Context: an optimization exercise on an open-source flow, tuned for small area. The choices shown serve that exercise and are no tape-out recipe. The RTL of this run was laid out without a check of its function. No activity file was given, so power comes from the tool's default toggle rates.

**flow/config.mk**
```make
export PLATFORM = sky130hd
export DESIGN_NAME = axi2uart_top
export DESIGN_NICKNAME = axi2uart_top
export VERILOG_FILES = /design/flow/design.v
export SDC_FILE = /design/flow/constraint.sdc
export NUM_CORES = 4
export LEC_CHECK = 0
export CAP_MARGIN = 20
export CORE_MARGIN = 2
export CORE_UTILIZATION = 40
export SLEW_MARGIN = 20
```
**flow/constraint.sdc**
```tcl
create_clock -name core_clock -period 10.0 [get_ports {clk}]
set_input_delay 2.0000 -clock core_clock [delete_from_list [all_inputs] [get_ports {clk}]]
set_output_delay 2.0000 -clock core_clock [all_outputs]
set_load 0.01 [all_outputs]
```
**flow/design.v**
```verilog
`default_nettype none
module uart_parity_bit_compute (
  input   wire  clk_i,         
  input   wire  arstn_i,       
  input   wire  rst_i,         
  input   wire  data_i,        
  input   wire  valid_i,       
  input   wire  mode_i,        
  output  wire  parity_bit_o   
);
  reg counter_int;   
  always @ (posedge clk_i, negedge arstn_i) begin
    if(~arstn_i) begin
      counter_int <=  1'b0;  
    end
    else begin
      if(rst_i)
        counter_int   <=  1'b0;
      else if(valid_i & data_i)        
        counter_int <=  ~counter_int;  
    end
  end
  assign  parity_bit_o = (~mode_i) ? ~counter_int : counter_int;
endmodule
`default_nettype wire
`default_nettype none
module uart_transmitter
# (
    parameter DIV_SIZE  = 16,  
    parameter DATA_UART = 8    
  )
( 
  input   wire                  clk_i,               
  input   wire                  rstn_i,              
  input   wire                  en_i,                
  input   wire                  stop_bits_i,         
  input   wire                  parity_bit_i,        
  input   wire                  parity_bit_mode_i,   
  input   wire  [DIV_SIZE-1:0]  baud_div_i,          
  output  wire                  tx_o,                
  input   wire  [DATA_UART-1:0] tx_data_i,           
  input   wire                  tx_send_i,           
  output  wire                  tx_ready_o,          
  output  wire                  busy_o               
);
  reg                   tx, tx_d;                                    
  reg                   tx_ready, tx_ready_d;                        
  reg                   busy, busy_d;                                
  reg   [DATA_UART-1:0] tx_data_int, tx_data_int_d;                  
  reg   [3:0]           bitcount_int, bitcount_int_d;                
  reg   [1:0]           tx_stop_bits_int, tx_stop_bits_int_d;        
  wire                  parity_bit_int;                              
  reg   [DIV_SIZE-1:0]  counter_int, counter_int_d;                  
  reg                   tx_sample_reset_int, tx_sample_reset_int_d;  
  reg                   tx_sample_data_int, tx_sample_data_int_d;    
  reg                   tx_sample_valid_int, tx_sample_valid_int_d;  
  wire uart_send;
  assign uart_send=bitcount_int == DATA_UART-1;
  localparam  ResetState  = 5'b00000;  
  localparam  IdleState   = 5'b00011;  
  localparam  DataState   = 5'b00101;  
  localparam  ParityState = 5'b01001;  
  localparam  StopState   = 5'b10001;  
  reg [4:0] state, state_d;
  always @ (*) begin
    tx_d                  = tx;
    tx_data_int_d         = tx_data_int;
    counter_int_d         = counter_int;
    bitcount_int_d        = bitcount_int;
    tx_sample_reset_int_d = tx_sample_reset_int;
    tx_sample_data_int_d  = tx_sample_data_int;
    tx_sample_valid_int_d = tx_sample_valid_int;
    tx_stop_bits_int_d    = tx_stop_bits_int;
    tx_ready_d            = tx_ready;
    busy_d                = busy;
    state_d               = state;
    case(state)
      ResetState: begin
        tx_d                  = 1'b1;
        tx_data_int_d         = {(DATA_UART){1'b0}};
        counter_int_d         = {DIV_SIZE{1'b0}};
        bitcount_int_d        = 4'b0;
        tx_sample_reset_int_d = 1'b1;
        tx_sample_data_int_d  = 1'b0;
        tx_sample_valid_int_d = 1'b0;
        tx_stop_bits_int_d    = 2'b0;
        tx_ready_d            = 1'b0;
        busy_d                = 1'b0;
        state_d               = IdleState;
      end
      IdleState: begin
        counter_int_d         = {DIV_SIZE{1'b0}};
        bitcount_int_d        = 4'b0;
        tx_sample_valid_int_d = 1'b0;
        tx_stop_bits_int_d    = 2'b0;
        tx_ready_d            = 1'b0;
        if(tx_send_i & en_i) begin
          tx_d                  = 1'b0;
          tx_data_int_d         = tx_data_i;
          tx_sample_reset_int_d = 1'b0;
          busy_d                = 1'b1;
          state_d               = DataState;
        end
      end
      DataState: begin
        if(counter_int >= baud_div_i) begin
          if(bitcount_int == DATA_UART-1) begin
            case(parity_bit_i)
              0:  state_d = StopState;
              1:  state_d = ParityState;
            endcase
          end
          tx_d                          = tx_data_int[0];
          tx_data_int_d[DATA_UART-2:0]  = tx_data_int[DATA_UART-1:1];
          tx_sample_data_int_d          = tx_data_int[0];
          tx_sample_valid_int_d         = 1'b1;
          bitcount_int_d                = bitcount_int + 4'd1;
          counter_int_d                 = {DIV_SIZE{1'b0}};
        end else begin
          tx_sample_valid_int_d = 1'b0;
          counter_int_d         = counter_int + {{(DIV_SIZE-1){1'b0}},1'b1};
         end
      end
      ParityState: begin
        if(counter_int >= baud_div_i) begin
          tx_d          = parity_bit_int;
          counter_int_d = {DIV_SIZE{1'b0}};
          state_d       = StopState;
        end else begin
          counter_int_d = counter_int + {{(DIV_SIZE-1){1'b0}},1'b1};
        end
        tx_sample_valid_int_d = 1'b0;
      end
      StopState: begin
        if(counter_int >= baud_div_i) begin
          case(stop_bits_i)
            0: begin
              if(tx_stop_bits_int == 1) begin
                tx_ready_d    = 1'b1;
                busy_d        = 1'b0;
                state_d       = IdleState;
              end
            end
            1: begin
              if(tx_stop_bits_int == 2) begin
                tx_ready_d    = 1'b1;
                busy_d        = 1'b0;
                state_d       = IdleState;
              end
            end
          endcase
          tx_d                = 1'b1;
          tx_stop_bits_int_d  = tx_stop_bits_int + 2'd1;
          counter_int_d       = {DIV_SIZE{1'b0}};
        end else begin
          counter_int_d = counter_int + {{(DIV_SIZE-1){1'b0}},1'b1};
        end
        tx_sample_valid_int_d = 1'b0;
        tx_sample_reset_int_d = 1'b1;
      end
      default: begin
        tx_d                  = 1'b1;
        tx_data_int_d         = {(DATA_UART){1'b0}};
        counter_int_d         = {DIV_SIZE{1'b0}};
        bitcount_int_d        = 4'b0;
        tx_sample_reset_int_d = 1'b0;
        tx_sample_data_int_d  = 1'b0;
        tx_sample_valid_int_d = 1'b0;
        tx_stop_bits_int_d    = 2'b0;
        tx_ready_d            = 1'b0;
        busy_d                = 1'b1;
        state_d               = ResetState;
      end
    endcase
  end
  always @ (posedge clk_i, negedge rstn_i) begin
    if(~rstn_i) begin
      tx                  <= 1'b1;
      tx_data_int         <= {(DATA_UART){1'b0}};
      counter_int         <= {DIV_SIZE{1'b0}};
      bitcount_int        <= 4'b0;
      tx_sample_reset_int <= 1'b0;
      tx_sample_data_int  <= 1'b0;
      tx_sample_valid_int <= 1'b0;
      tx_stop_bits_int    <= 2'b0;
      tx_ready            <= 1'b0;
      busy                <= 1'b1;
      state               <= ResetState;
    end
    else begin
      tx                  <= tx_d;
      tx_data_int         <= tx_data_int_d;
      counter_int         <= counter_int_d;
      bitcount_int        <= bitcount_int_d;
      tx_sample_reset_int <= tx_sample_reset_int_d;
      tx_sample_data_int  <= tx_sample_data_int_d;
      tx_sample_valid_int <= tx_sample_valid_int_d;
      tx_stop_bits_int    <= tx_stop_bits_int_d;
      tx_ready            <= tx_ready_d;
      busy                <= busy_d;
      state               <= state_d;
    end
  end
  uart_parity_bit_compute
    uart_parity_bit_compute_tx_inst (
        .clk_i        (clk_i),                 
        .arstn_i      (rstn_i),                
        .rst_i        (tx_sample_reset_int),   
        .data_i       (tx_sample_data_int),    
        .valid_i      (tx_sample_valid_int),   
        .mode_i       (parity_bit_mode_i),     
        .parity_bit_o (parity_bit_int)         
      );
  assign tx_o       = tx;
  assign tx_ready_o = tx_ready;
  assign busy_o     = busy;
endmodule
`default_nettype wire
`default_nettype none
module uart_receiver
# (
    parameter DIV_SIZE    = 16,  
    parameter START_BIT   = 1,   
    parameter DATA_UART   = 8,   
    parameter PARITY_BIT  = 1,   
    parameter STOP_BITS   = 1,   
    parameter DATA_SIZE   = START_BIT + DATA_UART + PARITY_BIT + STOP_BITS   
  )
( 
  input   wire                  clk_i,         
  input   wire                  rstn_i,        
  input   wire                  en_i,          
  input   wire                  stop_bits_i,   
  input   wire                  parity_bit_i,  
  input   wire  [DIV_SIZE-1:0]  baud_div_i,    
  input   wire                  rx_i,          
  output  wire  [DATA_UART-1:0] rx_data_o,     
  output  wire                  rx_valid_o     
);
  reg   [DATA_UART-1:0] rx_data, rx_data_d;                    
  reg                   rx_valid, rx_valid_d;                  
  reg   [DIV_SIZE-1:0]  counter_int, counter_int_d;            
  reg   [3:0]           bitcount_int, bitcount_int_d;          
  reg   [2:0]           rx_trigger_int;                        
  reg   [DATA_UART-1:0] rx_data_int, rx_data_int_d;            
  reg                   rx_stop_bits_int, rx_stop_bits_int_d;  
  localparam  ResetState      = 6'b000000;   
  localparam  IdleState       = 6'b000011;   
  localparam  StartBitState   = 6'b000101;   
  localparam  DataUartState   = 6'b001001;   
  localparam  ParityBitState  = 6'b010001;   
  localparam  StopBitsState   = 6'b100001;   
  reg [5:0] state, state_d;
  always @ (posedge clk_i, negedge rstn_i) begin
    if(~rstn_i) begin
      rx_trigger_int      <= 3'b111;
    end else begin
      rx_trigger_int[0]   <= rx_i;
      rx_trigger_int[2:1] <= rx_trigger_int[1:0];
    end
  end
  wire rx = rx_trigger_int[2];  
  always @ (*) begin
    counter_int_d       = counter_int;  
    bitcount_int_d      = bitcount_int; 
    rx_data_int_d       = rx_data_int; 
    rx_stop_bits_int_d  = rx_stop_bits_int;
    rx_data_d           = rx_data;
    rx_valid_d          = rx_valid;
    state_d             = state;
    case(state)
      ResetState: begin      
        counter_int_d       = {DIV_SIZE{1'b0}};
        bitcount_int_d      = 4'b0;
        rx_data_int_d       = {DATA_UART{1'b0}};
        rx_stop_bits_int_d  = 1'b0;
        rx_data_d           = {DATA_UART{1'b0}};
        rx_valid_d          = 1'b0;
        state_d             = IdleState;
      end
      IdleState: begin       
        if(~rx & en_i) begin   
          counter_int_d = baud_div_i>>1;   
          state_d       = StartBitState;   
        end
        bitcount_int_d      = 4'b0;  
        rx_valid_d          = 1'b0;  
        rx_stop_bits_int_d  = 1'b0;  
      end
      StartBitState: begin   
        if(counter_int >= baud_div_i-1) begin  
          counter_int_d = 0;
          state_d       = DataUartState;
        end
        else
          counter_int_d = counter_int + 1;
      end
      DataUartState: begin   
        if(counter_int >= (baud_div_i-1)) begin  
          rx_data_int_d[DATA_UART-1]    = rx;
          rx_data_int_d[DATA_UART-2:0]  = rx_data_int[DATA_UART-1:1]; 
          bitcount_int_d                = bitcount_int + 4'b1;
          counter_int_d                 = {DIV_SIZE{1'b0}};
          if(bitcount_int == DATA_UART-1) begin  
            if(parity_bit_i) begin
              state_d = ParityBitState;
            end else begin
              state_d = StopBitsState;
            end
          end
        end
        else
          counter_int_d = counter_int + 1;
      end
      ParityBitState: begin  
        if(counter_int >= baud_div_i-1) begin  
          counter_int_d = 0;
          state_d       = StopBitsState;
        end
        else
          counter_int_d = counter_int + 1;
      end
      StopBitsState: begin   
        if(counter_int >= (baud_div_i-1)) begin  
          case(stop_bits_i)
            0: begin     
              rx_data_d   = rx_data_int;
              rx_valid_d  = 1'b1;
              state_d     = IdleState;
            end
            1: begin     
              case(rx_stop_bits_int)
                0: begin   
                  rx_stop_bits_int_d  = 1'b1;
                  counter_int_d       = {DIV_SIZE{1'b0}};
                end
                1: begin   
                  rx_data_d   = rx_data_int;
                  rx_valid_d  = 1'b1;
                  state_d     = IdleState;
                end
              endcase
            end
          endcase
        end
        else
          counter_int_d = counter_int + 1;
      end
      default: begin
        counter_int_d       = {DIV_SIZE{1'b0}};
        bitcount_int_d      = 4'b0;
        rx_data_int_d       = {DATA_UART{1'b0}};
        rx_stop_bits_int_d  = 1'b0;
        rx_data_d           = {DATA_UART{1'b0}};
        rx_valid_d          = 1'b0;
        state_d             = ResetState;
      end
    endcase
  end
  always @ (posedge clk_i, negedge rstn_i) begin
    if(~rstn_i) begin
      counter_int       <= {DIV_SIZE{1'b0}};
      bitcount_int      <= 4'b0;
      rx_data_int       <= {DATA_UART{1'b0}};
      rx_stop_bits_int  <= 1'b0;
      rx_data           <= {DATA_UART{1'b0}};
      rx_valid          <= 1'b0;
      state             <= ResetState;
    end
    else begin
      counter_int       <= counter_int_d;
      bitcount_int      <= bitcount_int_d;
      rx_data_int       <= rx_data_int_d;
      rx_stop_bits_int  <= rx_stop_bits_int_d;
      rx_data           <= rx_data_d;
      rx_valid          <= rx_valid_d;
      state             <= state_d;
    end
  end
  assign rx_data_o  = rx_data;
  assign rx_valid_o = rx_valid;
endmodule
`default_nettype wire
`default_nettype none
module uart_controller
# (
    parameter DATA_UART = 8,   
    parameter DATA_SIZE = 32,  
    parameter DIV_SIZE  = 16   
  )
( 
    input   wire                  clk_i,                       
    input   wire                  rstn_i,                      
    input   wire                  uart_en_i,                   
    input   wire                  uart_stop_bits_i,            
    input   wire                  uart_parity_bit_i,           
    input   wire                  uart_parity_bit_mode_i,      
    input   wire [DIV_SIZE-1:0]   uart_baudrate_div_i,         
    input   wire                  uart_rx_i,                   
    output  wire                  uart_tx_o,                   
    output  wire [DATA_UART-1:0]  rx_data_o,                   
    output  wire                  rx_push_o,                   
    input   wire                  tx_load_i,                   
    input   wire [DATA_UART-1:0]  tx_data_i,                   
    output  wire                  tx_pull_o                    
); 
  wire                  uart_tx_int;
  wire  [DATA_UART-1:0] rx_data_int;
  wire                  rx_push_int;
  reg                   tx_pull_int, tx_pull_int_d;
  reg   [DATA_UART-1:0] tx_data_int, tx_data_int_d;
  reg                   tx_send_int, tx_send_int_d;
  wire                  tx_ready_int;
  wire                  tx_busy;
  localparam  ResetState  = 3'b000;
  localparam  IdleState   = 3'b011;
  localparam  SendState   = 3'b101;
  reg [2:0] state, state_d;
  always @ (*) begin
    tx_data_int_d = tx_data_int;
    tx_send_int_d = tx_send_int;
    tx_pull_int_d = tx_pull_int;
    state_d       = state;
    case(state)
        ResetState: begin
          tx_data_int_d = {DATA_UART{1'b0}};
          tx_send_int_d = 1'b0;
          tx_pull_int_d = 1'b0;
          state_d       = IdleState;
        end
        IdleState: begin
          if(tx_load_i & (~tx_busy)) begin
            tx_data_int_d = tx_data_i;
            tx_send_int_d = 1'b1;
            tx_pull_int_d = 1'b1;
            state_d       = SendState;
          end
        end
        SendState: begin
          if (tx_ready_int) begin
            state_d = IdleState;
          end
          if(tx_busy) begin
            tx_send_int_d = 1'b0;
          end
          tx_pull_int_d = 1'b0;
        end
        default: begin
          tx_data_int_d = {DATA_UART{1'b0}};
          tx_send_int_d = 1'b0;
          tx_pull_int_d = 1'b0;
          state_d       = ResetState;
        end
    endcase
  end
  always @ (posedge clk_i, negedge rstn_i) begin
    if(~rstn_i) begin
      tx_data_int <= {DATA_UART{1'b0}};
      tx_send_int <= 1'b0;
      tx_pull_int <= 1'b0;
      state       <= ResetState;
    end
    else begin
      tx_data_int <= tx_data_int_d;
      tx_send_int <= tx_send_int_d;
      tx_pull_int <= tx_pull_int_d;
      state       <= state_d;
    end
  end
  uart_receiver
    # (
        .DATA_UART  (DATA_UART),
        .DIV_SIZE   (DIV_SIZE)
      )
    uart_receiver_inst (
        .clk_i        (clk_i),
        .rstn_i       (rstn_i),
        .en_i         (uart_en_i),
        .stop_bits_i  (uart_stop_bits_i),
        .parity_bit_i (uart_parity_bit_i),
        .baud_div_i   (uart_baudrate_div_i),
        .rx_i         (uart_rx_i),
        .rx_data_o    (rx_data_int),
        .rx_valid_o   (rx_push_int)
      );
  uart_transmitter
    # (
        .DATA_UART  (DATA_UART),
        .DIV_SIZE   (DIV_SIZE)
      )
    uart_transmitter_inst (
        .clk_i              (clk_i),
        .rstn_i             (rstn_i),
        .en_i               (uart_en_i),
        .stop_bits_i        (uart_stop_bits_i),
        .parity_bit_i       (uart_parity_bit_i),
        .parity_bit_mode_i  (uart_parity_bit_mode_i),
        .baud_div_i         (uart_baudrate_div_i),
        .tx_o               (uart_tx_int),
        .tx_data_i          (tx_data_int),
        .tx_send_i          (tx_send_int),
        .tx_ready_o         (tx_ready_int),
        .busy_o             (tx_busy)
      );
  assign uart_tx_o = uart_tx_int;
  assign rx_data_o = rx_data_int;
  assign rx_push_o = rx_push_int;
  assign tx_pull_o = tx_pull_int;
endmodule
`default_nettype wire
`default_nettype none
module axi_internal_fifo
# (
    parameter FIFO_SIZE           = 16,      
    parameter DATA_SIZE           = 8,       
    parameter INDEX_LENGTH        = 4,       
    parameter PORT_EN             = 3'b111   
  )
( 
   data_o, status_o,
   clk_i, arstn_i, rst_i, push_i, pull_i, data_i
   );
  localparam  EN_AVAILABLE  = PORT_EN[0] ? 1 : 0;
  localparam  EN_FULL       = PORT_EN[1] ? 1 : 0;
  localparam  EN_LOAD       = PORT_EN[2] ? 1 : 0;
  localparam  STATUS_WIDTH  = INDEX_LENGTH + EN_AVAILABLE + EN_FULL + EN_LOAD;
  input        wire               clk_i;     
  input        wire               arstn_i;   
  input        wire               rst_i;     
  input        wire               push_i;    
  input        wire               pull_i;    
  input   wire  [DATA_SIZE-1:0]   data_i;    
  output  wire  [DATA_SIZE-1:0]   data_o;    
  output  wire  [STATUS_WIDTH:0]  status_o;  
  localparam FIFO_THRESHOLD  =  90;      
  localparam NN              =  2'b00;   
  localparam NP              =  2'b01;   
  localparam PN              =  2'b10;   
  localparam PP              =  2'b11;   
  reg [INDEX_LENGTH:0]    space;                       
  reg [INDEX_LENGTH-1:0]  head_int;                    
  reg [INDEX_LENGTH-1:0]  tail_int;                    
  reg [FIFO_SIZE-1:0]     valid_int;                   
  reg [INDEX_LENGTH:0]    available_int;               
  reg [DATA_SIZE-1:0]     fifo_int  [FIFO_SIZE-1:0];   
  always @ (posedge clk_i, negedge arstn_i) begin:    fifo_unit
    if(~arstn_i) begin
      head_int      <=  0;
      tail_int      <=  0;
      available_int <=  0;
      space         <=  FIFO_SIZE; 
      valid_int     <=  0;
    end else begin
      if(rst_i) begin
        head_int      <=  0;
        tail_int      <=  0;
        available_int <=  0;
        space         <=  FIFO_SIZE; 
        valid_int     <=  0;
      end
      else begin
        case({push_i, pull_i})
          NN: begin         
            head_int      <=  head_int;
            tail_int      <=  tail_int;
            available_int <=  available_int;
            space         <=  space;
          end
          NP: begin         
            if(valid_int[head_int]) begin
              head_int            <=  head_int + 1;
              available_int       <=  available_int - 1;
              space               <=  space + 1;
              valid_int[head_int] <=  0;
            end
          end
          PN: begin         
            if(valid_int[tail_int]) begin  
              head_int  <=  head_int + 1;
              tail_int  <=  tail_int + 1;
            end
            else begin                     
              tail_int            <=  tail_int + 1;
              available_int       <=  available_int + 1;
              space               <=  space - 1;
              valid_int[tail_int] <=  1;
            end
          end
          PP: begin         
            case({valid_int[tail_int], valid_int[head_int]})   
              NN: begin                 
                tail_int            <=  tail_int + 1;
                available_int       <=  available_int + 1;
                space               <=  space - 1;
                valid_int[tail_int] <=  1;
              end
              NP: begin                 
                head_int            <=  head_int + 1;
                tail_int            <=  tail_int + 1;
                valid_int[head_int] <=  0;
                valid_int[tail_int] <=  1;
              end
              PN: begin                 
                head_int      <=  0;
                tail_int      <=  0;
                available_int <=  0;
                space         <=  FIFO_SIZE[INDEX_LENGTH:0];
              end
              PP: begin                 
                head_int            <=  head_int + 1;
                tail_int            <=  tail_int + 1;
              end
            endcase
          end
        endcase
      end
    end
  end
  always @ (posedge clk_i) begin
    if(push_i) begin
      case(pull_i)
        1'b0: begin
          if(~valid_int[tail_int])
            fifo_int[tail_int] <= data_i;
        end
        1'b1: begin
          fifo_int[tail_int] <= data_i;
        end
      endcase
    end
  end
  assign data_o = {DATA_SIZE{valid_int[head_int]}} & fifo_int[head_int];
  generate
    case(PORT_EN)
      3'b000: begin
        assign  status_o  = space;
      end
      3'b001: begin
        reg available_write_space;   
        always @ (posedge clk_i, negedge arstn_i) begin
          if (~arstn_i)
            available_write_space <= 1'b1;
          else begin
            if(rst_i)
              available_write_space <= 1'b1;
            else begin
              if (space >= FIFO_THRESHOLD[INDEX_LENGTH:0])
                available_write_space <= 1'b1;
              else
                available_write_space <= 1'b0;
            end
          end
        end
        assign  status_o  = {available_write_space, space};
      end
      3'b010: begin
        wire  full = available_int[INDEX_LENGTH];  
        assign  status_o  = {full, space};
      end
      3'b011: begin
        reg available_write_space;   
        always @ (posedge clk_i, negedge arstn_i) begin
          if (~arstn_i)
            available_write_space <= 1'b1;
          else begin
            if(rst_i)
              available_write_space <= 1'b1;
            else begin
              if (space >= FIFO_THRESHOLD[INDEX_LENGTH:0])
                available_write_space <= 1'b1;
              else
                available_write_space <= 1'b0;
            end
          end
        end
        wire  full = available_int[INDEX_LENGTH];  
        assign  status_o  = {full, available_write_space, space};
      end
      3'b100: begin
        wire  load = valid_int[head_int];  
        assign  status_o  = {load, space};
      end
      3'b101: begin
        reg available_write_space;   
        always @ (posedge clk_i, negedge arstn_i) begin
          if (~arstn_i)
            available_write_space <= 1'b1;
          else begin
            if(rst_i)
              available_write_space <= 1'b1;
            else begin
              if (space >= FIFO_THRESHOLD[INDEX_LENGTH:0])
                available_write_space <= 1'b1;
              else
                available_write_space <= 1'b0;
            end
          end
        end
        wire  load = valid_int[head_int];  
        assign  status_o  = {load, available_write_space, space};
      end
      3'b110: begin
        wire  full = available_int[INDEX_LENGTH];  
        wire  load = valid_int[head_int];  
        assign  status_o  = {load, full, space};
      end
      3'b111: begin
        reg available_write_space;   
        always @ (posedge clk_i, negedge arstn_i) begin
          if (~arstn_i)
            available_write_space <= 1'b1;
          else begin
            if(rst_i)
              available_write_space <= 1'b1;
            else begin
              if (space >= FIFO_THRESHOLD[INDEX_LENGTH:0])
                available_write_space <= 1'b1;
              else
                available_write_space <= 1'b0;
            end
          end
        end
        wire  full = available_int[INDEX_LENGTH];  
        wire  load = valid_int[head_int];  
        assign  status_o  = {load, full, available_write_space, space};
      end
    endcase
  endgenerate
endmodule  
`default_nettype wire
`default_nettype none
module axi2uart_top ( 
   s_axi_arready,  s_axi_rdata, s_axi_rresp, s_axi_rvalid,
   s_axi_awready, s_axi_wready,  s_axi_bresp, s_axi_bvalid,
   uart_irq, uart_tx,
   clk, rst_n, s_axi_araddr,
   s_axi_arvalid, s_axi_rready,  s_axi_awaddr,
   s_axi_awvalid, s_axi_wdata, s_axi_wstrb, s_axi_wvalid,
   s_axi_bready, uart_rx
   );
  localparam  BYTE            = 8;
  localparam  AXI_DATA_WIDTH  = 32;
  localparam  AXI_ADDR_WIDTH  = 5;
  localparam  AXI_DIV_WIDTH   = 32;
  localparam  AXI_ID_WIDTH    = 12;
  localparam  AXI_RESP_WIDTH  = 2;
  localparam  AXI_FIFO_DEPTH  = 16;
  localparam  AXI_FIFO_ADDR   = $clog2(AXI_FIFO_DEPTH);
  localparam  AXI_BYTE_NUM    = AXI_DATA_WIDTH/BYTE;
  localparam  AXI_LSB_WIDTH   = $clog2(AXI_BYTE_NUM);
  localparam  DEADLOCK_LIMIT  = 2**20;
  localparam  DEADLOCK_WIDTH  = $clog2(DEADLOCK_LIMIT);
  localparam  UART_RBR                = 3'd0;
  localparam  UART_THR                = 3'd0;
  localparam  UART_IER                = 3'd1;
  localparam  UART_BAUD_DIVISOR       = 3'd2;
  localparam  UART_LCR                = 3'd3;
  localparam  UART_CONFIG_DLAB        = 7;
  localparam  UART_CONFIG_STOP_BITS   = 2;
  localparam  UART_CONFIG_PARITY_EN   = 3;
  localparam  UART_CONFIG_PARITY_MODE = 4;
  localparam  UART_LSR                = 3'd5;
  localparam  UART_LSR_DATA_READY     = 0;
  localparam  UART_LSR_TEMT           = 6;
  localparam  UART_LSR_THRE           = 5;
  localparam  DATA_WIDTH_UART         = 8;
  localparam  UART_BAUDRATE_DIV_INIT  = (50_000_000/115200);
  input   wire                        clk;
  input   wire                        rst_n;
  input   wire                        uart_rx;
  output  wire                        uart_tx;
  output   wire                        uart_irq;
  input   wire  [AXI_ADDR_WIDTH-1:0]  s_axi_araddr;
  input   wire                        s_axi_arvalid;
  output  wire                        s_axi_arready;
  output  wire  [AXI_DATA_WIDTH-1:0]  s_axi_rdata;
  output  wire  [AXI_RESP_WIDTH-1:0]  s_axi_rresp;
  output  wire                        s_axi_rvalid;
  input   wire                        s_axi_rready;
  input   wire  [AXI_ADDR_WIDTH-1:0]  s_axi_awaddr;
  input   wire                        s_axi_awvalid;
  output  wire                        s_axi_awready;
  input   wire  [AXI_DATA_WIDTH-1:0]  s_axi_wdata;
  input   wire  [AXI_BYTE_NUM-1:0]    s_axi_wstrb;
  input   wire                        s_axi_wvalid;
  output  wire                        s_axi_wready;
  output  wire  [AXI_RESP_WIDTH-1:0]  s_axi_bresp;
  output  wire                        s_axi_bvalid;
  input   wire                        s_axi_bready;
  wire                        axi_aclk_i;
  assign axi_aclk_i=clk;
  wire  [AXI_ID_WIDTH-1:0]    axi_arid_i;
  assign axi_arid_i=32'b0;
  wire  [AXI_ID_WIDTH-1:0]    s_axi_rid_o;
  wire  [AXI_ID_WIDTH-1:0]    s_axi_awid;
  wire  [AXI_ID_WIDTH-1:0]    s_axi_bid_o;
  genvar I;
  wire                        axi_wren;                        
  wire                        axi_nwren;                       
  wire                        axi_rden;                        
  wire                        axi_nrden;                       
  wire                        axi_wrresp;                      
  wire                        axi_nwrresp;                     
  wire                        axi_rdresp;                      
  wire                        axi_nrdresp;                     
  reg                         axi_sync_wren, axi_sync_wren_d;  
  reg                         axi_sync_rden, axi_sync_rden_d;  
  wire  [AXI_FIFO_ADDR:0]     rx_status_int;                                   
  wire  [AXI_FIFO_ADDR+3:0]   tx_status_int;                                   
  reg                         rx_fifo_reset_int, rx_fifo_reset_int_d;         
  wire                        push_controller_rx_fifo;                        
  reg                         rx_fifo_pull_int, rx_fifo_pull_int_d;           
  wire  [DATA_WIDTH_UART-1:0] data_rx_controller_fifo;                         
  wire  [DATA_WIDTH_UART-1:0] rx_fifo_data_out_int;                            
  wire  [AXI_FIFO_ADDR:0]     rx_fifo_space_int;                              
  reg                         tx_fifo_reset_int, tx_fifo_reset_int_d;         
  reg                         tx_fifo_push_int, tx_fifo_push_int_d;           
  wire                        pull_controller_tx_fifo;                        
  wire                        load_tx_fifo_controller;                        
  wire                        tx_fifo_full_int;                               
  reg   [DATA_WIDTH_UART-1:0] tx_fifo_data_in_int, tx_fifo_data_in_int_d;      
  wire  [DATA_WIDTH_UART-1:0] data_tx_fifo_controller;                         
  wire  [AXI_FIFO_ADDR:0]     tx_fifo_available_int;                          
  wire  [AXI_FIFO_ADDR:0]     tx_fifo_space_int;                              
  wire                        available_write_space_int;                      
  reg   [AXI_DATA_WIDTH-1:0]  uart_config_reg_int, uart_config_reg_int_d;     
  wire  [AXI_DATA_WIDTH-1:0]  uart_lsr_reg_int;                               
  wire                        uart_en_int;                                    
  wire                        uart_parity_en_int;                             
  wire                        uart_parity_mode_int;                           
  wire                        uart_stop_bits_sel_int;                         
  wire                        uart_dlab_int;                                  
  reg   [AXI_DIV_WIDTH-1:0]   uart_baudrate_div_int, uart_baudrate_div_int_d;  
  reg                         uart_irq_en_int, uart_irq_en_int_d;              
  reg   [AXI_DIV_WIDTH-1:0]   baudrate_divisor_int, baudrate_divisor_int_d;    
  reg                         axi_awready, axi_awready_d;  
  reg                         axi_wready, axi_wready_d;    
  reg   [AXI_ID_WIDTH-1:0]    axi_bid, axi_bid_d;          
  reg   [AXI_RESP_WIDTH-1:0]  axi_bresp, axi_bresp_d;      
  reg                         axi_bvalid, axi_bvalid_d;    
  reg                         axi_arready, axi_arready_d;  
  reg   [AXI_ID_WIDTH-1:0]    axi_rid, axi_rid_d;          
  reg   [AXI_DATA_WIDTH-1:0]  axi_rdata, axi_rdata_d;      
  reg   [AXI_RESP_WIDTH-1:0]  axi_rresp, axi_rresp_d;      
  reg                         axi_rvalid, axi_rvalid_d;    
  assign  uart_en_int             = 1'b1;  
  assign  uart_parity_en_int      = uart_config_reg_int[UART_CONFIG_PARITY_EN];
  assign  uart_parity_mode_int    = uart_config_reg_int[UART_CONFIG_PARITY_MODE];
  assign  uart_stop_bits_sel_int  = uart_config_reg_int[UART_CONFIG_STOP_BITS];
  assign  uart_dlab_int           = uart_config_reg_int[UART_CONFIG_DLAB];
  assign axi_wren     = s_axi_awvalid & s_axi_wvalid;
  assign axi_nwren    = ~(s_axi_awvalid | s_axi_wvalid | s_axi_bvalid);
  assign axi_rden     = s_axi_arvalid;
  assign axi_nrden    = ~(s_axi_arvalid | s_axi_rvalid);
  assign axi_wrresp   = axi_awready & axi_wready;
  assign axi_nwrresp  = ~(axi_awready | axi_wready | axi_bvalid);
  assign axi_rdresp   = axi_arready;
  assign axi_nrdresp  = ~(axi_arready | axi_rvalid);
  always @ (*) begin
    axi_sync_wren_d = axi_sync_wren;
    case(axi_sync_wren)
      1'b0: axi_sync_wren_d = (axi_nwren & axi_wrresp) ? 1'b1 : 1'b0;
      1'b1: axi_sync_wren_d = (axi_nwrresp) ? 1'b0 : 1'b1;
    endcase
  end
  always @ (posedge axi_aclk_i, negedge rst_n) begin
    if(~rst_n)
      axi_sync_wren <= 1'b0;
    else
      axi_sync_wren <= axi_sync_wren_d;
  end
  always @ (*) begin
    axi_sync_rden_d = 1'b0;
    case(axi_sync_rden)
      1'b0: axi_sync_rden_d = (axi_nrden & axi_rdresp) ? 1'b1 : 1'b0;
      1'b1: axi_sync_rden_d = (axi_nrdresp) ? 1'b0 : 1'b1;
    endcase
  end
  always @ (posedge axi_aclk_i, negedge rst_n) begin
    if(~rst_n)
      axi_sync_rden <= 1'b0;
    else
      axi_sync_rden <= axi_sync_rden_d;
  end
  assign s_axi_awready  = (axi_wren & ~axi_sync_wren) ? axi_awready : 1'b0;
  assign s_axi_wready   = (axi_wren & ~axi_sync_wren) ? axi_wready  : 1'b0;
  assign s_axi_bid_o      =   axi_bid  ;
  assign s_axi_bresp    = (axi_wren & ~axi_sync_wren) ? axi_bresp   : {AXI_RESP_WIDTH{1'b0}};
  assign s_axi_bvalid   = (axi_wren & ~axi_sync_wren) ? axi_bvalid  : 1'b0;
  assign s_axi_arready  = (axi_rden & ~axi_sync_rden) ? axi_arready : 1'b0;
  assign s_axi_rid_o      =   axi_rid  ;
  assign s_axi_rdata    =   axi_rdata  ;
  assign s_axi_rresp    = (axi_rden & ~axi_sync_rden) ? axi_rresp   : {AXI_RESP_WIDTH{1'b0}};
  assign s_axi_rvalid   =  axi_rvalid  ; 
  localparam  ResetReadState  = 4'b0000;   
  localparam  ConfigReadState = 4'b0011;   
  localparam  IdleReadState   = 4'b0101;   
  localparam  HoldReadState        = 4'b0111;   
  localparam  AckReadState    = 4'b1001;   
  reg [3:0] read_state, read_state_d;
  always @ (*) begin
    axi_arready_d       = axi_arready;
    axi_rdata_d         = axi_rdata;
    axi_rresp_d         = axi_rresp;
    axi_rvalid_d        = axi_rvalid;
    axi_rid_d           = axi_rid;
    rx_fifo_reset_int_d = rx_fifo_reset_int;
    rx_fifo_pull_int_d  = rx_fifo_pull_int;
    read_state_d        = read_state;
    case(read_state)
      ResetReadState: begin
        axi_arready_d       = 1'b0;
        axi_rdata_d         = {AXI_DATA_WIDTH{1'b0}};
        axi_rresp_d         = 2'b0;
        axi_rvalid_d        = 1'b0;
        axi_rid_d           = {AXI_ID_WIDTH{1'b0}};
        rx_fifo_reset_int_d = 1'b1;
        rx_fifo_pull_int_d  = 1'b0;
        read_state_d        = ConfigReadState;
      end
      ConfigReadState: begin
        axi_arready_d           = 1'b0;
        axi_rresp_d         = 2'b0;
        axi_rvalid_d        = 1'b0;
        axi_rid_d           = {AXI_ID_WIDTH{1'b0}};
        rx_fifo_reset_int_d = 1'b1;
        read_state_d        = IdleReadState;
      end
      IdleReadState: begin
        if(axi_rden) begin  
          case(s_axi_araddr[AXI_ADDR_WIDTH-1:AXI_LSB_WIDTH])  
            UART_RBR: begin  
              if (uart_dlab_int == 0) begin  
                axi_arready_d       = 1'b1;
                axi_rdata_d         = {{(AXI_DATA_WIDTH-DATA_WIDTH_UART){1'b0}},rx_fifo_data_out_int};
                axi_rvalid_d        = 1'b1;
                axi_rresp_d         = 2'b0;
                rx_fifo_pull_int_d  = 1'b1;
                read_state_d        = HoldReadState; 
              end else begin
                axi_arready_d       = 1'b1;
                axi_rresp_d         = 2'b0;
                axi_rvalid_d        = 1'b1;
                read_state_d        = HoldReadState; 
              end
            end
            UART_LSR: begin
              axi_arready_d   = 1'b1;
              axi_rdata_d     = uart_lsr_reg_int;
              axi_rresp_d     = 2'b0;
              axi_rvalid_d    = 1'b1;
              read_state_d    = HoldReadState; 
            end
            default: begin
              axi_arready_d   = 1'b0;
              axi_rresp_d     = 2'b0;
              axi_rvalid_d    = 1'b0;
              read_state_d    = AckReadState;
            end
          endcase
          axi_rid_d       = axi_arid_i;
        end else begin
          axi_arready_d   = 1'b0;
          axi_rresp_d     = 2'b0;
          axi_rvalid_d    = 1'b0;
          read_state_d    = ResetReadState; 
        end
      end
      HoldReadState:begin
        if(s_axi_rready) 
          read_state_d= AckReadState;
      end
      AckReadState: begin
        axi_arready_d       = 1'b0;
        axi_rresp_d         = 2'b0;
        axi_rvalid_d        = 1'b0;
        axi_rid_d           = {AXI_ID_WIDTH{1'b0}};
        rx_fifo_pull_int_d  = 1'b0;
        rx_fifo_reset_int_d = 1'b0;
        read_state_d        = IdleReadState;
      end
      default: begin
        axi_arready_d       = 1'b0;
        axi_rdata_d         = {AXI_DATA_WIDTH{1'b0}};
        axi_rresp_d         = 2'b0;
        axi_rvalid_d        = 1'b0;
        axi_rid_d           = {AXI_ID_WIDTH{1'b0}};
        rx_fifo_reset_int_d = 1'b1;
        rx_fifo_pull_int_d  = 1'b0;
        read_state_d        = ResetReadState;
      end
    endcase
  end
  always @ (posedge clk, negedge rst_n) begin
    if(~rst_n) begin
      axi_arready       <= 1'b0;
      axi_rdata         <= {AXI_DATA_WIDTH{1'b0}};
      axi_rresp         <= 2'b0;
      axi_rvalid        <= 1'b0;
      axi_rid           <= {AXI_ID_WIDTH{1'b0}};
      rx_fifo_reset_int <= 1'b1;
      rx_fifo_pull_int  <= 1'b0;
      read_state        <= ResetReadState;
    end
    else begin
      axi_arready       <= axi_arready_d;
      axi_rdata         <= axi_rdata_d;
      axi_rresp         <= axi_rresp_d;
      axi_rvalid        <= axi_rvalid_d;
      axi_rid           <= axi_rid_d;
      rx_fifo_reset_int <= rx_fifo_reset_int_d;
      rx_fifo_pull_int  <= rx_fifo_pull_int_d;
      read_state        <= read_state_d;
    end
  end
  localparam  ResetWriteState = 3'b000;  
  localparam  IdleWriteState  = 3'b011;  
  localparam  AckWriteState   = 3'b101;  
  reg [2:0] write_state, write_state_d;
  always @ (*) begin
    axi_awready_d           = axi_awready;
    axi_wready_d            = axi_wready;
    axi_bvalid_d            = axi_bvalid;
    axi_bresp_d             = axi_bresp;
    axi_bid_d               = axi_bid;
    tx_fifo_reset_int_d     = tx_fifo_reset_int;
    tx_fifo_push_int_d      = tx_fifo_push_int;
    tx_fifo_data_in_int_d   = tx_fifo_data_in_int;
    uart_baudrate_div_int_d = uart_baudrate_div_int;
    baudrate_divisor_int_d  = baudrate_divisor_int;
    uart_config_reg_int_d   = uart_config_reg_int;
    uart_irq_en_int_d       = uart_irq_en_int;
    write_state_d           = write_state;
    case(write_state)
      ResetWriteState: begin
        axi_awready_d           = 1'b0;
        axi_wready_d            = 1'b0;
        axi_bvalid_d            = 1'b0;
        axi_bresp_d             = 2'b0;
        axi_bid_d               = {AXI_ID_WIDTH{1'b0}};
        tx_fifo_reset_int_d     = 1'b1;
        tx_fifo_push_int_d      = 1'b0;
        tx_fifo_data_in_int_d   = {DATA_WIDTH_UART{1'b0}};
        uart_baudrate_div_int_d = UART_BAUDRATE_DIV_INIT[AXI_DIV_WIDTH-1:0];
        baudrate_divisor_int_d  = UART_BAUDRATE_DIV_INIT[AXI_DIV_WIDTH-1:0];
        uart_config_reg_int_d   = {AXI_DATA_WIDTH{1'b0}};
        uart_irq_en_int_d       = 1'b1;
        write_state_d           = IdleWriteState;
      end
      IdleWriteState: begin
        if(axi_wren) begin   
          case(s_axi_awaddr[AXI_ADDR_WIDTH-1:AXI_LSB_WIDTH])
            UART_THR: begin
              if (uart_dlab_int == 0) begin
                if(~tx_fifo_full_int) begin
                  axi_awready_d         = 1'b1; 
                  axi_wready_d          = 1'b1; 
                  axi_bvalid_d          = 1'b1;
                  axi_bresp_d           = 2'b0;
                  tx_fifo_push_int_d    = 1'b1;
                  tx_fifo_data_in_int_d = s_axi_wdata[DATA_WIDTH_UART-1:0];
                  write_state_d         = AckWriteState;
                end
              end else begin
                axi_awready_d         = 1'b1;
                axi_wready_d          = 1'b1;
                axi_bvalid_d          = 1'b1;
                axi_bresp_d           = 2'b0;
                write_state_d         = AckWriteState;
              end
            end
            UART_IER: begin
              if (uart_dlab_int == 0) begin  
                axi_awready_d     = 1'b1;
                axi_wready_d      = 1'b1;
                axi_bvalid_d      = 1'b1;
                axi_bresp_d       = 2'b0;
                uart_irq_en_int_d = s_axi_wdata[0];
                write_state_d     = AckWriteState;
              end else begin
                axi_awready_d     = 1'b1;
                axi_wready_d      = 1'b1;
                axi_bvalid_d      = 1'b1;
                axi_bresp_d       = 2'b0;
                write_state_d     = AckWriteState;
              end
            end
            UART_BAUD_DIVISOR: begin
              if (uart_dlab_int == 1) begin  
                axi_awready_d           = 1'b1;
                axi_wready_d            = 1'b1;
                axi_bvalid_d            = 1'b1;
                axi_bresp_d             = 2'b0;
                baudrate_divisor_int_d  = s_axi_wdata;
                write_state_d           = AckWriteState;
              end else begin
                axi_awready_d           = 1'b1;
                axi_wready_d            = 1'b1;
                axi_bvalid_d            = 1'b1;
                axi_bresp_d             = 2'b0;
                write_state_d           = AckWriteState;
              end
            end
            UART_LCR: begin
              axi_awready_d         = 1'b1;
              axi_wready_d          = 1'b1;
              axi_bvalid_d          = 1'b1;
              axi_bresp_d           = 2'b0;
              uart_config_reg_int_d = s_axi_wdata;
              write_state_d         = AckWriteState;
            end
            default: begin     
              axi_awready_d   = 1'b1;
              axi_wready_d    = 1'b1;
              axi_bvalid_d    = 1'b1;
              axi_bresp_d     = 2'b0;
              write_state_d   = AckWriteState;
            end
          endcase
          axi_bid_d     = s_axi_awid;
        end else begin
          axi_awready_d   = 1'b0;
          axi_wready_d    = 1'b0;
          axi_bvalid_d    = 1'b0;
          axi_bresp_d     = 2'b0;
          write_state_d   = IdleWriteState;
        end
      end
      AckWriteState: begin
        axi_awready_d           = 1'b0;
        axi_wready_d            = 1'b0;
        axi_bvalid_d            = 1'b0;
        axi_bresp_d             = 2'b0;
        axi_bid_d               = {AXI_ID_WIDTH{1'b0}};
        tx_fifo_push_int_d      = 1'b0;
        tx_fifo_reset_int_d     = 1'b0;
        uart_baudrate_div_int_d = baudrate_divisor_int;
        write_state_d           = IdleWriteState;
      end
      default: begin
        axi_awready_d           = 1'b0;
        axi_wready_d            = 1'b0;
        axi_bvalid_d            = 1'b0;
        axi_bresp_d             = 2'b0;
        axi_bid_d               = {AXI_ID_WIDTH{1'b0}};
        tx_fifo_reset_int_d     = 1'b1;
        tx_fifo_push_int_d      = 1'b0;
        tx_fifo_data_in_int_d   = {DATA_WIDTH_UART{1'b0}};
        uart_baudrate_div_int_d = UART_BAUDRATE_DIV_INIT[AXI_DIV_WIDTH-1:0];
        baudrate_divisor_int_d  = UART_BAUDRATE_DIV_INIT[AXI_DIV_WIDTH-1:0];
        uart_config_reg_int_d   = {AXI_DATA_WIDTH{1'b0}};
        uart_irq_en_int_d       = 1'b0;
        write_state_d           = ResetWriteState;
      end
    endcase
  end
  always @ (posedge clk, negedge rst_n) begin
    if(~rst_n) begin
      axi_awready           <= 1'b0;
      axi_wready            <= 1'b0;
      axi_bvalid            <= 1'b0;
      axi_bresp             <= 2'b0;
      axi_bid               <= {AXI_ID_WIDTH{1'b0}};
      tx_fifo_reset_int     <= 1'b1;
      tx_fifo_push_int      <= 1'b0;
      tx_fifo_data_in_int   <= {DATA_WIDTH_UART{1'b0}};
      uart_baudrate_div_int <= UART_BAUDRATE_DIV_INIT[AXI_DIV_WIDTH-1:0];
      baudrate_divisor_int  <= UART_BAUDRATE_DIV_INIT[AXI_DIV_WIDTH-1:0];
      uart_config_reg_int   <= {AXI_DATA_WIDTH{1'b0}}; 
      uart_irq_en_int       <= 1'b0;
      write_state           <= ResetWriteState;
    end
    else begin
      axi_awready           <= axi_awready_d;
      axi_wready            <= axi_wready_d;
      axi_bvalid            <= axi_bvalid_d;
      axi_bresp             <= axi_bresp_d;
      axi_bid               <= axi_bid_d;
      tx_fifo_reset_int     <= tx_fifo_reset_int_d;
      tx_fifo_push_int      <= tx_fifo_push_int_d;
      tx_fifo_data_in_int   <= tx_fifo_data_in_int_d;
      uart_baudrate_div_int <= uart_baudrate_div_int_d;
      baudrate_divisor_int  <= baudrate_divisor_int_d;
      uart_config_reg_int   <= uart_config_reg_int_d;
      uart_irq_en_int       <= uart_irq_en_int_d;
      write_state           <= write_state_d;
    end
  end
  uart_controller
    # (
        .DATA_UART  (DATA_WIDTH_UART),
        .DATA_SIZE  (AXI_DATA_WIDTH),
        .DIV_SIZE   (AXI_DIV_WIDTH)
      )
    uart_controller_inst (
        .clk_i                  (clk),
        .rstn_i                 (rst_n),
        .uart_en_i              (uart_en_int),
        .uart_stop_bits_i       (uart_stop_bits_sel_int),
        .uart_parity_bit_i      (uart_parity_en_int),
        .uart_parity_bit_mode_i (uart_parity_mode_int),
        .uart_baudrate_div_i    (uart_baudrate_div_int),
        .uart_rx_i              (uart_rx),
        .rx_data_o              (data_rx_controller_fifo),
        .rx_push_o              (push_controller_rx_fifo),
        .uart_tx_o            (uart_tx),
        .tx_load_i              (load_tx_fifo_controller),
        .tx_data_i              (data_tx_fifo_controller),
        .tx_pull_o              (pull_controller_tx_fifo) 
      );
  axi_internal_fifo
    # (
        .FIFO_SIZE    (AXI_FIFO_DEPTH),
        .DATA_SIZE    (DATA_WIDTH_UART),
        .INDEX_LENGTH (AXI_FIFO_ADDR),
        .PORT_EN      (3'b111) 
      )
    axi_internal_fifo_rx_inst (
        .clk_i    (clk),              
        .arstn_i  (rst_n),             
        .rst_i    (0), 
        .push_i   (push_controller_rx_fifo),   
        .pull_i   (rx_fifo_pull_int),          
        .data_i   (data_rx_controller_fifo),   
        .data_o   (rx_fifo_data_out_int),      
        .status_o (rx_status_int)              
      );
  assign rx_fifo_space_int  = rx_status_int;
assign uart_irq                        = ~rx_fifo_space_int[AXI_FIFO_ADDR] & uart_irq_en_int ;
  generate
    for(I = 0; I < AXI_DATA_WIDTH; I = I + 1) begin: uart_lsr_assignment_gen
      case(I)
        UART_LSR_THRE:        assign uart_lsr_reg_int[I] = available_write_space_int;
        UART_LSR_TEMT:        assign uart_lsr_reg_int[I] = available_write_space_int;
        UART_LSR_DATA_READY:  assign uart_lsr_reg_int[I] = ~rx_fifo_space_int[AXI_FIFO_ADDR] & uart_irq_en_int ;
        default:              assign uart_lsr_reg_int[I] = 1'b0;
      endcase
    end
  endgenerate
  axi_internal_fifo
    # (
        .FIFO_SIZE    (AXI_FIFO_DEPTH),
        .DATA_SIZE    (DATA_WIDTH_UART),
        .INDEX_LENGTH (AXI_FIFO_ADDR),
        .PORT_EN      (3'b111)   
      )
    axi_internal_fifo_tx_inst    (
        .clk_i                    (clk),                
        .arstn_i                  (rst_n),               
        .rst_i                    (tx_fifo_reset_int),           
        .push_i                   (tx_fifo_push_int),            
        .pull_i                   (pull_controller_tx_fifo),     
        .data_i                   (tx_fifo_data_in_int),         
        .data_o                   (data_tx_fifo_controller),     
        .status_o                 (tx_status_int)                
  );
  assign tx_fifo_space_int          = tx_status_int[AXI_FIFO_ADDR:0]; 
  assign load_tx_fifo_controller    = tx_status_int[AXI_FIFO_ADDR+3]; 
  assign tx_fifo_full_int           = tx_status_int[AXI_FIFO_ADDR+2];
  assign available_write_space_int  = tx_status_int[AXI_FIFO_ADDR+1]; 
endmodule
`default_nettype wire
```
**flow/run.sh**
```bash
#!/bin/bash
# synth_recipe.tcl (not shown) runs the flow's synth.tcl, then flattens the netlist and writes it again
# the make line also repeats each setting of config.mk as NAME=value (left out here)
make -C /OpenROAD-flow-scripts/flow DESIGN_CONFIG=/design/flow/config.mk WORK_HOME=/design/flow/orfs CLKGATE_MAP_FILE= SYNTH_SCRIPT=/design/flow/synth_recipe.tcl finish
```
==> impl_metrics.env <==
export IMPL_synth_top_family_by_area="simple AND/OR/NAND/NOR gates"
export IMPL_synthSimpleGateAreaFrac_pct=13.3
export IMPL_grt_pass1_vias=18787
export IMPL_clk_pin_slew_ns=0.06
export IMPL_cts_resized=0
export IMPL_skew_ns=0.0407
export IMPL_synth_adder_area_share_pct=4.58
export IMPL_detailedPlace_worstSlack_ns=3.67
export IMPL_final_cells=3308
export IMPL_final_setup_viol_count=0
export IMPL_drt_vias_per_instance=5.67
export IMPL_max_freq_mhz=172
export IMPL_place_gp_congestion=0.835
export IMPL_post_route_drc_count=0
export IMPL_hold_class="reg -> reg"
export IMPL_synth_top_area_share_pct=27.9
export IMPL_hold_depth=0
export IMPL_rr_worst_depth=16
export IMPL_final_max_slew_viol_count=0
export IMPL_ys_flop_type="dfrtp_1"
export IMPL_insertion_delay_ns=0.64
export IMPL_hold_viol=0
export IMPL_fin_ws_ns=4.19
export IMPL_synth_xor_area_share_pct=2.76
export IMPL_grt_pass1_wl_um=105000
export IMPL_synth_edff_count=256
export IMPL_async_flop_share_pct=53.7
export IMPL_final_common_cell="dfrtp_1"
export IMPL_drt_iter0_markers=1344
export IMPL_wirelength_um=65300
export IMPL_syn_mean_instance_area_sq_um=11.8
export IMPL_powerDensity_nw_per_um2=182
export IMPL_arrival_ns=6.32
export IMPL_syn_to_final_growth_pct=12.5
export IMPL_die_area_sq_um=71100
export IMPL_ys_ff_latch=553
export IMPL_cts_sinks=553
export IMPL_synth_top_area_cell="edfxtp_1"
export IMPL_core_area_sq_um=68500
export IMPL_cp_startpoint="uart_baudrate_div_int[1]"
export IMPL_fp_dieH_um=267
export IMPL_final_nets=2530
export IMPL_cts_buffer_depth=3
export IMPL_yosysUniqueCellTypes=84
export IMPL_maxCapViolCount=0
export IMPL_status="timing/DRC/antenna clean"
export IMPL_crit_path_start_kind="register"
export IMPL_min_period_ns=5.81
export IMPL_io_pins=97
export IMPL_antenna_left=0
export IMPL_grt_max_degree=148
export IMPL_cp_end_kind="register"
export IMPL_reg2reg_from="uart_baudrate_div_int[1]"
export IMPL_cts_buffers=59
export IMPL_critical_path_max_fanout=29
export IMPL_synth_compound_area_share_pct=11.3
export IMPL_ctsHoldBuffers=0
export IMPL_leakage_uw=0.0122
export IMPL_critPathSlowestCell="or3_2"
export IMPL_syn_area_sq_um=27600
export IMPL_rsz0062_at_grt="false"
export IMPL_cpLargestDelayFamily="simple AND/OR/NAND/NOR gates"
export IMPL_max_slew_margin_rel_pct=27.0
export IMPL_drive_gt1_share_pct=12.3
export IMPL_criticalPathCategory="reg -> reg"
export IMPL_htree_levels=2
export IMPL_worstPathRequired_ns=10.51
export IMPL_max_stage_delay_ns=0.56
export IMPL_num_vias=18769
export IMPL_postCtsSetupRepairBufs=0
export IMPL_place_hpwl_um=44500
export IMPL_yosysWarnings=8
export IMPL_synth_area_leaders="edfxtp_1 28%, dfrtp_1 25%, mux4_2 8.1%"
export IMPL_syn_inst=2338
export IMPL_root_buffer="clkbuf_16"
export IMPL_wl_per_cell_um=19.7
export IMPL_r2r_slack_ns=4.19
export IMPL_grt_total_usage_pct=18.5
export IMPL_cts_tree="built"
export IMPL_io_buffers=59
export IMPL_first_pass_iters=5
export IMPL_fin_setup_tns_ns=0
export IMPL_seq_area_frac_synth_pct=54.9
export IMPL_cp_num_buf_inv=1
export IMPL_diodes=0
export IMPL_vdd_drop_max_uv=166
export IMPL_synth_area_mux_share_pct=9.31
export IMPL_place_inst=3195
export IMPL_mostFrequentLayoutCells="276 x dfrtp_1, 256 x edfxtp_1, 234 x nand2_1, 149 x nor2_1, 105 x inv_1"
export IMPL_grt_overflow_total=0
export IMPL_antenna_found_initial=2
export IMPL_fillers=6127
export IMPL_fin_crit_sh_pct=58.1
export IMPL_num_rows=96
export IMPL_r2r_end="uart_controller_inst.uart_receiver_inst.state[3]"
export IMPL_worstMarginPinSlew_ns=1.09
export IMPL_crit_chain="inv_1 > ha_1 > or4b_1 > or3_1 > nand2b_1 > or4_4 > nand2b_4 > nor4_1 > xnor2_1 > ha_1 > nand4_1 > nor4_1 > o21a_1 > or3_2 > o2111ai_1 > mux2_1"
export IMPL_die_w_um=267
export IMPL_start_util_pct=40.3
==> logic make-up (layout without fill, tap and decap cells) <==
logic type | count (synthesis) | in the layout
AOI/OAI and AO/OA | 461 | 461
xor gates and xnor gates | 87 | 87
adders and majority gates | 101 | 101
buffers and inverters | 252 | 313
DFF | 553 | 553
muxes | 131 | 131
other | 1 | 28
and+or+nand+nor | 752 | 752
==> state kept, by name, indices dropped and copies added, names as in the netlist, 16 cells and up, named ones only <==
signal / cells
axi_internal_fifo_rx_inst.valid_int: 16
uart_controller_inst.uart_receiver_inst.counter_int: 32
axi_internal_fifo_rx_inst.fifo_int: 128
axi_internal_fifo_tx_inst.valid_int: 16
axi_internal_fifo_tx_inst.fifo_int: 128
uart_baudrate_div_int: 32
baudrate_divisor_int: 32
uart_controller_inst.uart_transmitter_inst.counter_int: 32
==> report_power, final <==
group,total (uW),switching [uW],internal [uW]
Combinational,747,490,257
Clock,2230,941,1290
Sequential,2680,156,2530
==> worst max path at each step <==
stage	end	slack, ns	depth (start not counted)
6_report	uart_controller_inst.uart_receiver_inst.state[3]	4.19	16
2_1_floorplan	register	5.15	18
4_1_cts	uart_controller_inst.uart_receiver_inst.state[3]	3.63	16
5_1_grt	uart_controller_inst.uart_receiver_inst.state[3]	3.81	16
3_5_place_dp	uart_controller_inst.uart_receiver_inst.state[3]	3.67	16
3_3_place_gp	uart_controller_inst.uart_receiver_inst.state[3]	3.70	16
==> area by class of cell <==
cell class	instances	area [sq um]	area share, %
sequential	553	15100	48.8
multi-input combinational	1560	11500	37.2
clock buffer	82	1650	5.31
tap	882	1100	3.56
timing repair buffer	90	841	2.71
inverter	111	417	1.34
clock inverter	30	343	1.10
==> cell usage after synthesis, types with 16 or more instances <==
cell and n:
ha_1 101, a22o_1 40, edfxtp_1 256, a21oi_1 77, nor4_1 28, o22ai_1 33, inv_1 105, buf_4 30
nand2b_1 24, clkbuf_1 86, and2_1 16, dfrtp_1 278, a211oi_1 17, o21ai_1 56, nor3_1 51, nand3_1 102
xnor2_1 47, mux4_2 99, dfstp_2 19, nand2_1 236, nand4_1 35, xor2_1 40, o21ai_0 77, o211ai_1 16
a32oi_1 17, mux2i_1 16, nor2_1 150, a21o_1 17, and3_1 31
==> per-layer routing <==
metal | GRT usage [%] | up-vias | part of all wire (%)
met5 | 0 | - | 0.035
met1 | 25.3 | 9524 | 44
met4 | 4.66 | 4 | 1.8
met2 | 31.2 | 383 | 50
met3 | 2.52 | 93 | 4.1
li1 | - | 8765 | -
==> per-stage QoR <==
stage	util (%)	power [uW]	hold WS [ns]	area [sq um]
finish	45.3	5660	0.359	31000
detailed placement	42.4	3480	0.347	29000
global route	45.3	5920	0.363	31000
CTS	45.3	5730	0.362	31000
floorplan	-	3210	0.345	27700
global placement	42.4	3450	0.351	29000

[separate check: timing with driven ports]
The flow's constraints put no driver on any port. The routed layout listed below was extracted and timed again, unchanged, in two steps.
Step 1, drivers: a clkbuf_16 drives clk and a buf_2 each remaining input, both assumed.
Step 2 also shifts input and output timing later by t, the mid clock arrival at the registers, as if the neighbouring blocks saw the same clock.
a / b / c = ideal ports / drivers / drivers and shift; a / b = the first two.
shift t [ns]: 0.679
slack for setup (ns): 4.188 / 4.188 / 4.188
clock arrival spread, ns: 0.045 / 0.045
After both steps setup and hold are still met in this run. The setup slack of this run moves by 0.000 ns with the drivers and by 0.000 ns with both steps.
